Context: an optimization exercise on an open-source flow, tuned for a short achievable clock period and few clock cycles. The choices shown serve that exercise and are no tape-out recipe.
At most, simulation tests tie the RTL to the original design; equivalence was not proved.
Power and IR drop assume default switching activity.

==> cedar <==
==> flow/design.v <==
`timescale 1ns / 1ps
`timescale 1ns / 1ps
`timescale 1ns / 1ps
`timescale 1ns / 1ps
`timescale 1ns / 1ps
`timescale 1ns / 1ps
`timescale 1ns / 1ps
`timescale 1ns / 1ps
`timescale 1ns / 1ps
`default_nettype none
module cpu (
    input  wire        clk,
    input  wire        rst_n,
    output wire [15:0] imem_addr,
    input  wire [7:0]  imem_data,
    output wire [15:0] dmem_addr,
    input  wire [7:0]  dmem_rd_data,
    output wire [7:0]  dmem_wr_data,
    output wire        dmem_wr_en
);
    reg  [15:0] rf [1:15];
    wire [15:0] rv [0:15];
    assign rv[0] = 16'h0000;
    genvar gi;
    generate
        for (gi = 1; gi < 16; gi = gi + 1) begin : g_rv
            assign rv[gi] = rf[gi];
        end
    endgenerate
    reg         fO, fV, fC, fN, fZ;
    reg  [15:0] mar;
    reg  [15:0] stk [0:15];
    reg  [3:0]  sp;
    reg  [15:0] tos;             
    reg         s_rv0, s_rv1, s_op, s_b1, s_b2, s_b3;
    reg  [15:0] fa;              
    reg  [7:0]  op;              
    reg  [7:0]  w1;              
    reg  [7:0]  vlo;             
    wire [15:0] cur = fa;
    assign imem_addr = fa;
    wire [7:0]  b    = imem_data;
    wire [15:0] cur1 = cur + 16'd1;
    wire [15:0] cur2 = cur + 16'd2;
    wire [15:0] r_52 = rv[b[5:2]];
    wire [15:0] r_74 = rv[b[7:4]];
    wire [15:0] r_30 = rv[b[3:0]];
    wire o_arith = (op <= 8'h09) || (op >= 8'h3F);    
    wire o_unary = (op >= 8'h0A) && (op <= 8'h25);    
    wire o_jump  = ((op >= 8'h26) && (op <= 8'h2C)) ||
                   ((op >= 8'h38) && (op <= 8'h3A));
    wire o_mov   = (op == 8'h2D);
    wire o_lmar  = (op == 8'h2E);
    wire o_smar  = (op == 8'h2F);
    wire o_load  = (op == 8'h30);
    wire o_stor  = (op == 8'h31);
    wire o_push  = (op == 8'h3B);
    wire o_pop   = (op == 8'h3C);
    wire o_call  = (op == 8'h3D);
    wire o_comp  = (op >= 8'h34) && (op <= 8'h37);
    wire o_djn   = (op == 8'h35);
    wire o_std3  = o_arith | o_unary | o_mov | o_lmar;
    wire b_imar  = (b == 8'h32);
    wire b_dmar  = (b == 8'h33);
    wire b_ret   = (b == 8'h3E);
    wire [1:0] bmode = b[7:6];
    wire [1:0] mode  = w1[7:6];
    wire need_w2 = o_lmar |
                   (o_mov   & (bmode != 2'b11)) |
                   (o_arith & (bmode != 2'b11)) |
                   (o_unary & (bmode == 2'b00));
    wire djn_skip = o_djn & (bmode != 2'b10);
    reg jcond;
    always @(*) begin
        case (op)
            8'h26: jcond = 1'b1;
            8'h27: jcond = fZ;
            8'h28: jcond = fN;
            8'h29: jcond = ~fZ & ~fN;
            8'h2A: jcond = fV;
            8'h2B: jcond = fC;
            8'h2C: jcond = fO;
            8'h38: jcond = ~fZ;
            8'h39: jcond = (fN == fV);
            8'h3A: jcond = (fN != fV) | fZ;
            default:  jcond = 1'b0;
        endcase
    end
    reg  [7:0]  A, B;
    reg  [3:0]  xrd;
    reg  [15:0] d16;             
    reg  [7:0]  wd;              
    reg         x_alu;           
    reg         x_we;            
    reg         x_pass;          
    reg         x_sub;
    reg  [1:0]  x_cm;            
    reg  [2:0]  x_sel;           
    reg  [2:0]  x_sh;
    reg  [4:0]  x_bm;
    reg  [1:0]  x_cj;            
    reg         x_mar_ld, x_imar, x_dmar;
    reg         x_push, x_pop, x_popw;
    reg         x_stor;
    reg         c_alu, c_we, c_sub;
    reg  [1:0]  c_cm;
    reg  [2:0]  c_sel;
    reg  [2:0]  c_sh;
    reg  [4:0]  c_bm;
    reg  [1:0]  c_cj;
    always @(*) begin
        c_alu = 1'b1; c_we = 1'b0; c_sub = 1'b0; c_cm = 2'd0; c_sel = 3'd0;
        c_sh  = op[2:0] - 3'd2;      
        c_bm  = op[4:0] - 5'h12;     
        c_cj  = 2'd0;
        case (op)
            8'h00: begin c_we = 1'b1; end
            8'h01: begin c_we = 1'b1; c_cm = 2'd2; end
            8'h02: begin c_we = 1'b1; c_sub = 1'b1; c_cm = 2'd1; end
            8'h03: begin c_we = 1'b1; c_sub = 1'b1; c_cm = 2'd3; end
            8'h04: begin c_we = 1'b1; c_sel = 3'd1; end
            8'h05:  begin c_we = 1'b1; c_sel = 3'd2; end
            8'h06: begin c_we = 1'b1; c_sel = 3'd3; end
            8'h07: begin c_we = 1'b1; c_sel = 3'd4; end
            8'h08: begin c_we = 1'b1; c_sel = 3'd5; end
            8'h09: begin c_sub = 1'b1; c_cm = 2'd1; end
            8'h34: begin c_we = 1'b1; c_cj = 2'd1; end
            8'h35: begin c_we = 1'b1; c_sub = 1'b1; c_cm = 2'd1; c_cj = 2'd1; end
            8'h36: begin c_we = 1'b1; c_sub = 1'b1; c_cm = 2'd1; c_cj = 2'd2; end
            8'h37: begin c_we = 1'b1; c_sub = 1'b1; c_cm = 2'd1; c_cj = 2'd1; end
            default: begin
                if (o_unary) begin
                    c_we  = 1'b1;
                    c_sel = (op <= 8'h11) ? 3'd6 : 3'd7;
                end
            end
        endcase
    end
    wire [7:0] bx  = B ^ {8{x_sub}};
    wire       ci  = (x_cm == 2'd0) ? 1'b0 :
                     (x_cm == 2'd1) ? 1'b1 :
                     (x_cm == 2'd2) ? fC : ~fC;
    wire [8:0] s9  = {1'b0, A} + {1'b0, bx} + {8'd0, ci};
    wire       add_c = s9[8] ^ x_sub;
    wire       add_v = (A[7] == bx[7]) & (s9[7] != A[7]);
    wire       sh_right = x_sh[2];
    wire       sh_out   = sh_right ? A[0] : A[7];
    reg        sh_in;
    always @(*) begin
        case (x_sh[1:0])
            2'd0: sh_in = sh_out;
            2'd1: sh_in = 1'b1;
            2'd2: sh_in = 1'b0;
            default: sh_in = ~sh_out;
        endcase
    end
    wire [7:0] sh_r = sh_right ? {sh_in, A[7:1]} : {A[6:0], sh_in};
    reg [7:0] bm_r;
    always @(*) begin
        case (x_bm)
            5'h00: bm_r = A ^ 8'hFF;
            5'h01: bm_r = A ^ 8'hF0;
            5'h02: bm_r = A ^ 8'h0F;
            5'h03: bm_r = A ^ 8'hAA;
            5'h04: bm_r = A ^ 8'h55;
            5'h05: bm_r = A ^ 8'hA0;
            5'h06: bm_r = A ^ 8'h50;
            5'h07: bm_r = A ^ 8'h0A;
            5'h08: bm_r = A ^ 8'h05;
            5'h09: bm_r = A ^ 8'h01;
            5'h0A: bm_r = A ^ 8'h80;
            5'h0B: bm_r = {A[0], A[1], A[2], A[3], A[4], A[5], A[6], A[7]};
            5'h0C: bm_r = {A[7], A[6], A[5], A[4], A[0], A[1], A[2], A[3]};
            5'h0D: bm_r = {A[4], A[5], A[6], A[7], A[3], A[2], A[1], A[0]};
            5'h0E: bm_r = {A[1], A[6], A[3], A[4], A[5], A[2], A[7], A[0]};
            5'h0F: bm_r = {A[7], A[0], A[5], A[2], A[3], A[4], A[1], A[6]};
            5'h10: bm_r = {A[7], A[6], A[5], A[4], A[1], A[2], A[3], A[0]};
            5'h11: bm_r = {A[5], A[6], A[7], A[4], A[3], A[2], A[1], A[0]};
            5'h12: bm_r = {A[7], A[6], A[5], A[4], A[3], A[0], A[1], A[2]};
            5'h13: bm_r = {A[7], A[4], A[5], A[6], A[3], A[2], A[1], A[0]};
            default: bm_r = A;
        endcase
    end
    reg [7:0] res;
    reg       res_c, res_v;
    always @(*) begin
        res_c = 1'b0; res_v = 1'b0;
        case (x_sel)
            3'd0: begin res = s9[7:0]; res_c = add_c; res_v = add_v; end
            3'd1: res = A & B;
            3'd2: res = A | B;
            3'd3: res = ~(A | B);
            3'd4: res = ~(A & B);
            3'd5: res = A ^ B;
            3'd6: begin res = sh_r; res_c = sh_out; end
            default: res = bm_r;
        endcase
        if (x_pass) res = A;
    end
    wire res_z = (res == 8'h00);
    wire res_n = res[7];
    wire res_o = ^res;
    wire ccond = (x_cj == 2'd2) ? (res_n | res_z) : ~res_z;
    wire [15:0] tos_d = (s_rv0 | s_rv1) ? stk[4'd1] :
                        x_push          ? d16 :
                        x_pop           ? stk[sp + 4'd2] : tos;
    assign dmem_addr    = mar;
    assign dmem_wr_en   = x_stor;
    assign dmem_wr_data = wd;
    always @(posedge clk or negedge rst_n) begin
        if (!rst_n) begin
            s_rv0 <= 1'b1; s_rv1 <= 1'b0; s_op <= 1'b0;
            s_b1  <= 1'b0; s_b2  <= 1'b0; s_b3 <= 1'b0;
            fa    <= 16'hFFFC;
            op    <= 8'h00;
            w1    <= 8'h00;
            vlo   <= 8'h00;
            A     <= 8'h00;
            B     <= 8'h00;
            xrd   <= 4'h0;
            d16   <= 16'h0000;
            wd    <= 8'h00;
            x_alu <= 1'b0; x_we <= 1'b0; x_pass <= 1'b0; x_sub <= 1'b0;
            x_cm  <= 2'd0; x_sel <= 3'd0; x_sh <= 3'd0; x_bm <= 5'd0; x_cj <= 2'd0;
            x_mar_ld <= 1'b0; x_imar <= 1'b0; x_dmar <= 1'b0;
            x_push <= 1'b0; x_pop <= 1'b0; x_popw <= 1'b0; x_stor <= 1'b0;
        end else begin
            x_alu <= 1'b0; x_we <= 1'b0; x_pass <= 1'b0; x_cj <= 2'd0;
            x_mar_ld <= 1'b0; x_imar <= 1'b0; x_dmar <= 1'b0;
            x_push <= 1'b0; x_pop <= 1'b0; x_popw <= 1'b0; x_stor <= 1'b0;
            fa <= cur1;
            x_sub <= c_sub; x_cm <= c_cm; x_sel <= c_sel; x_sh <= c_sh; x_bm <= c_bm;
            if (s_rv0) begin
                vlo   <= b;
                s_rv0 <= 1'b0;
                s_rv1 <= 1'b1;
            end
            if (s_rv1) begin
                fa    <= {b, vlo};
                s_rv1 <= 1'b0;
                s_op  <= 1'b1;
            end
            if (s_op) begin
                op <= b;
                if (b_imar | b_dmar) begin
                    x_imar <= b_imar;
                    x_dmar <= b_dmar;
                    fa     <= cur2;
                end else if (b_ret) begin
                    x_pop  <= 1'b1;
                    fa     <= tos_d;
                end else begin
                    s_op <= 1'b0;
                    s_b1 <= 1'b1;
                end
            end
            if (s_b1) begin
                w1  <= b;
                s_b1 <= 1'b0;
                if (o_std3) begin
                    xrd <= b[5:2];
                    A   <= (o_mov & (bmode == 2'b11)) ? dmem_rd_data : r_52[7:0];
                    B   <= dmem_rd_data;
                    if (need_w2) begin
                        s_b2 <= 1'b1;
                    end else begin
                        s_op   <= 1'b1;
                        fa     <= cur2;
                        x_alu  <= ~o_mov;
                        x_we   <= o_mov | c_we;
                        x_pass <= o_mov;
                    end
                end else if (o_comp) begin
                    xrd <= b[7:4];
                    A   <= r_74[7:0];
                    B   <= (bmode == 2'b11) ? dmem_rd_data :
                           o_djn            ? 8'h01 : r_30[7:0];
                    if (djn_skip) begin
                        s_b3   <= 1'b1;
                        fa     <= cur2;
                        x_alu  <= 1'b1;
                        x_we   <= 1'b1;
                        x_cj   <= c_cj;
                    end else begin
                        s_b2 <= 1'b1;
                    end
                end else begin
                    s_op <= 1'b1;
                    xrd  <= b[5:2];
                    A    <= dmem_rd_data;           
                    wd   <= r_52[7:0];              
                    d16  <= o_call ? cur1 : r_52;   
                    if ((o_jump & jcond) | o_call)
                        fa <= r_52;                 
                    x_mar_ld <= o_smar;
                    x_stor   <= o_stor;
                    x_push   <= o_push | o_call;
                    x_pop    <= o_pop;
                    x_popw   <= o_pop;
                    x_we     <= o_load;
                    x_pass   <= o_load;
                end
            end
            if (s_b2) begin
                s_b2 <= 1'b0;
                if (o_comp) begin
                    s_b3 <= 1'b1;
                    if (!o_djn) begin
                        xrd <= b[7:4];
                        if (mode != 2'b00) A <= r_74[7:0];
                    end
                    if (mode == 2'b10) B <= b;
                    x_alu <= 1'b1;
                    x_we  <= 1'b1;
                    x_cj  <= c_cj;
                end else begin
                    s_op <= 1'b1;
                    d16  <= {w1, b};                
                    if (o_mov | (mode == 2'b00)) A <= r_74[7:0];
                    B    <= (mode == 2'b10) ? b : r_30[7:0];
                    x_mar_ld <= o_lmar;
                    x_alu    <= ~o_mov & ~o_lmar;
                    x_we     <= o_mov | c_we;
                    x_pass   <= o_mov;
                end
            end
            if (s_b3) begin
                s_b3  <= 1'b0;
                s_op  <= 1'b1;
                if (ccond)
                    fa <= r_74;
            end
        end
    end
    always @(posedge clk or negedge rst_n) begin
        if (!rst_n) begin
            fO <= 1'b0; fV <= 1'b0; fC <= 1'b0; fN <= 1'b0; fZ <= 1'b0;
            mar <= 16'h0000;
            sp  <= 4'h0;
        end else begin
            if (x_alu) begin
                fZ <= res_z;
                fN <= res_n;
                fC <= res_c;
                fV <= res_v;
                fO <= res_o;
            end
            if (x_mar_ld)
                mar <= d16;
            else if (x_imar)
                mar <= mar + 16'd1;
            else if (x_dmar)
                mar <= mar - 16'd1;
            if (x_push)
                sp <= sp - 4'd1;
            else if (x_pop)
                sp <= sp + 4'd1;
        end
    end
    integer i;
    always @(posedge clk or negedge rst_n) begin
        if (!rst_n) begin
            for (i = 1; i < 16; i = i + 1)
                rf[i] <= 16'h0000;
        end else begin
            for (i = 1; i < 16; i = i + 1) begin
                if (x_popw && xrd == i[3:0])
                    rf[i] <= tos;
                else if (x_we && xrd == i[3:0])
                    rf[i][7:0] <= res;
            end
        end
    end
    always @(posedge clk) begin
        if (x_push)
            stk[sp] <= d16;
    end
    always @(posedge clk) begin
        tos <= tos_d;
    end
endmodule
`default_nettype wire
==> flow/run.sh <==
#!/bin/bash
# synth_recipe.tcl (not shown) runs the flow's synth.tcl, then flattens the netlist and writes it again
# the make line also repeats each setting of config.mk as NAME=value (left out here)
make -C /OpenROAD-flow-scripts/flow DESIGN_CONFIG=/design/flow/config.mk WORK_HOME=/design/flow/orfs CLKGATE_MAP_FILE= SYNTH_SCRIPT=/design/flow/synth_recipe.tcl finish
==> flow/config.mk <==
export PLATFORM = sky130hd
export DESIGN_NAME = cpu
export DESIGN_NICKNAME = cpu
export VERILOG_FILES = /design/flow/design.v
export SDC_FILE = /design/flow/constraint.sdc
export NUM_CORES = 4
export LEC_CHECK = 0
export CAP_MARGIN = 20
export CORE_MARGIN = 2
export CORE_UTILIZATION = 40
export PLACE_DENSITY = 0.6
export SETUP_SLACK_MARGIN = 5
export SLEW_MARGIN = 20
==> flow/constraint.sdc <==
create_clock -name core_clock -period 8.0 [get_ports {clk}]
set_input_delay 1.6000 -clock core_clock [delete_from_list [all_inputs] [get_ports {clk}]]
set_output_delay 1.6000 -clock core_clock [all_outputs]
set_load 0.01 [all_outputs]
==> nickel (differences from cedar) <==
--- a/flow/design.v
+++ b/flow/design.v
@@ -34,11 +34,14 @@
     reg  [15:0] tos;             
     reg         s_rv0, s_rv1, s_op, s_b1, s_b2, s_b3;
     reg  [15:0] fa;              
+    reg  [15:0] jt;              
+    reg         sel_j;           
+    reg         sel_t;           
     reg  [7:0]  op;              
     reg  [7:0]  w1;              
     reg  [7:0]  vlo;             
-    wire [15:0] cur = fa;
-    assign imem_addr = fa;
+    wire [15:0] cur = sel_j ? jt : (sel_t ? tos : fa);
+    assign imem_addr = cur;
     wire [7:0]  b    = imem_data;
     wire [15:0] cur1 = cur + 16'd1;
     wire [15:0] cur2 = cur + 16'd2;
@@ -201,9 +204,6 @@
     wire res_n = res[7];
     wire res_o = ^res;
     wire ccond = (x_cj == 2'd2) ? (res_n | res_z) : ~res_z;
-    wire [15:0] tos_d = (s_rv0 | s_rv1) ? stk[4'd1] :
-                        x_push          ? d16 :
-                        x_pop           ? stk[sp + 4'd2] : tos;
     assign dmem_addr    = mar;
     assign dmem_wr_en   = x_stor;
     assign dmem_wr_data = wd;
@@ -212,6 +212,9 @@
             s_rv0 <= 1'b1; s_rv1 <= 1'b0; s_op <= 1'b0;
             s_b1  <= 1'b0; s_b2  <= 1'b0; s_b3 <= 1'b0;
             fa    <= 16'hFFFC;
+            jt    <= 16'h0000;
+            sel_j <= 1'b0;
+            sel_t <= 1'b0;
             op    <= 8'h00;
             w1    <= 8'h00;
             vlo   <= 8'h00;
@@ -225,6 +228,8 @@
             x_mar_ld <= 1'b0; x_imar <= 1'b0; x_dmar <= 1'b0;
             x_push <= 1'b0; x_pop <= 1'b0; x_popw <= 1'b0; x_stor <= 1'b0;
         end else begin
+            sel_j <= 1'b0;
+            sel_t <= 1'b0;
             x_alu <= 1'b0; x_we <= 1'b0; x_pass <= 1'b0; x_cj <= 2'd0;
             x_mar_ld <= 1'b0; x_imar <= 1'b0; x_dmar <= 1'b0;
             x_push <= 1'b0; x_pop <= 1'b0; x_popw <= 1'b0; x_stor <= 1'b0;
@@ -236,7 +241,8 @@
                 s_rv1 <= 1'b1;
             end
             if (s_rv1) begin
-                fa    <= {b, vlo};
+                jt    <= {b, vlo};
+                sel_j <= 1'b1;
                 s_rv1 <= 1'b0;
                 s_op  <= 1'b1;
             end
@@ -248,7 +254,7 @@
                     fa     <= cur2;
                 end else if (b_ret) begin
                     x_pop  <= 1'b1;
-                    fa     <= tos_d;
+                    sel_t  <= 1'b1;
                 end else begin
                     s_op <= 1'b0;
                     s_b1 <= 1'b1;
@@ -290,8 +296,8 @@
                     A    <= dmem_rd_data;           
                     wd   <= r_52[7:0];              
                     d16  <= o_call ? cur1 : r_52;   
-                    if ((o_jump & jcond) | o_call)
-                        fa <= r_52;                 
+                    jt   <= r_52;                   
+                    sel_j    <= (o_jump & jcond) | o_call;
                     x_mar_ld <= o_smar;
                     x_stor   <= o_stor;
                     x_push   <= o_push | o_call;
@@ -327,8 +333,8 @@
             if (s_b3) begin
                 s_b3  <= 1'b0;
                 s_op  <= 1'b1;
-                if (ccond)
-                    fa <= r_74;
+                jt    <= r_74;
+                sel_j <= ccond;
             end
         end
     end
@@ -376,7 +382,12 @@
             stk[sp] <= d16;
     end
     always @(posedge clk) begin
-        tos <= tos_d;
+        if (s_rv0 | s_rv1)
+            tos <= stk[4'd1];
+        else if (x_push)
+            tos <= d16;
+        else if (x_pop)
+            tos <= stk[sp + 4'd2];
     end
 endmodule
 `default_nettype wire
SETUP_SLACK_MARGIN = default   (was 5)
==> summary of the runs <==
- Sequential share of layout area: cedar is lower than nickel (5.3 points).
- Of nickel and cedar, nickel has the higher clock power (gap about 7%, measured against cedar).
- Of nickel and cedar, cedar has the higher synthesized cell count (gap 4.6%, measured against cedar).
- Clock-buffer cell count: nickel is higher than cedar (7).
- Of nickel and cedar, nickel has the higher worst hold slack (gap 0.021 ns).
- In nickel the combinational power is smaller than in cedar, by 26%.
- Between nickel and cedar, the lower register-to-register slack is in nickel (gap 0.32 ns).
- Of nickel and cedar, cedar has the higher utilization (gap 3.8 points).
==> figures <==
item                                                                     nickel           cedar
Result of the run                                                finished clean  finished clean
Number of global-route vias before repair                                 27845           31112
Detail-routed via count per cell                                          6.549           6.755
Launch point of the worst reg-to-reg path                                 x_sub              fC
Capturing instance or port of the critical path                   imem_addr[10]          fa[10]
Global routing met1 resource utilization                                 0.4435          0.4265
Endpoint arrival time on the critical path                              3.11 ns         4.69 ns
Number of vias in the routed layout                                       29975           33065
Number of different library cells in the post-synthesis netlist             107             108
Wire length per cell after detailed routing                            30.84 um        31.11 um
Starting utilization of the core area                                    0.4047          0.4035
Count of TritonRoute iterations in the first routing pass                     8              13
Layout cell share with drive strength beyond 1                           0.1493          0.2530
Flip-flop and latch count                                                   668             650
Power dissipated in the clock network                                   3.73 mW         3.49 mW
Worst hold start                                                          w1[5]           wd[2]
Non-clock buffering overhead in the final layout                        0.03089         0.08320
Testbench counts of nickel, summed over its fixed seeds: cycles 116,082.
Function not checked in cedar: the RTL went through the layout flow alone.

==> port drivers added, routing unchanged <==
The flow's constraints put no driver on any port. The routed layouts listed below were extracted and timed again, unchanged, in two steps. Step 1 sets driving cells, clkbuf_16 on the clock port and buf_2 on the other inputs (assumed; they add their load-dependent delay and slew). Step 2 adds t to the input delays and takes it off the output delays; t is the mean of the earliest and latest rising clock arrival at the registers after step 1. Input paths then give back, and output paths get back, about the clock's delay inside the block. Three values: no drivers, after step 1, after step 2; two values: the first two.
run	shift t [ns]	setup slack, ns	worst setup path at the end	clock arrival spread, ns	worst slew at a driven data input, ns
cedar	0.712	3.911 / 3.911 / 3.784	input to register	0.045 / 0.045	0.31
nickel	0.720	3.293 / 3.224 / 2.677	input to register	0.046 / 0.046	0.07
After both steps every run listed still meets setup and hold. The setup slack of nickel, which loses most, moves by -0.069 ns with the drivers and by -0.616 ns with both steps.
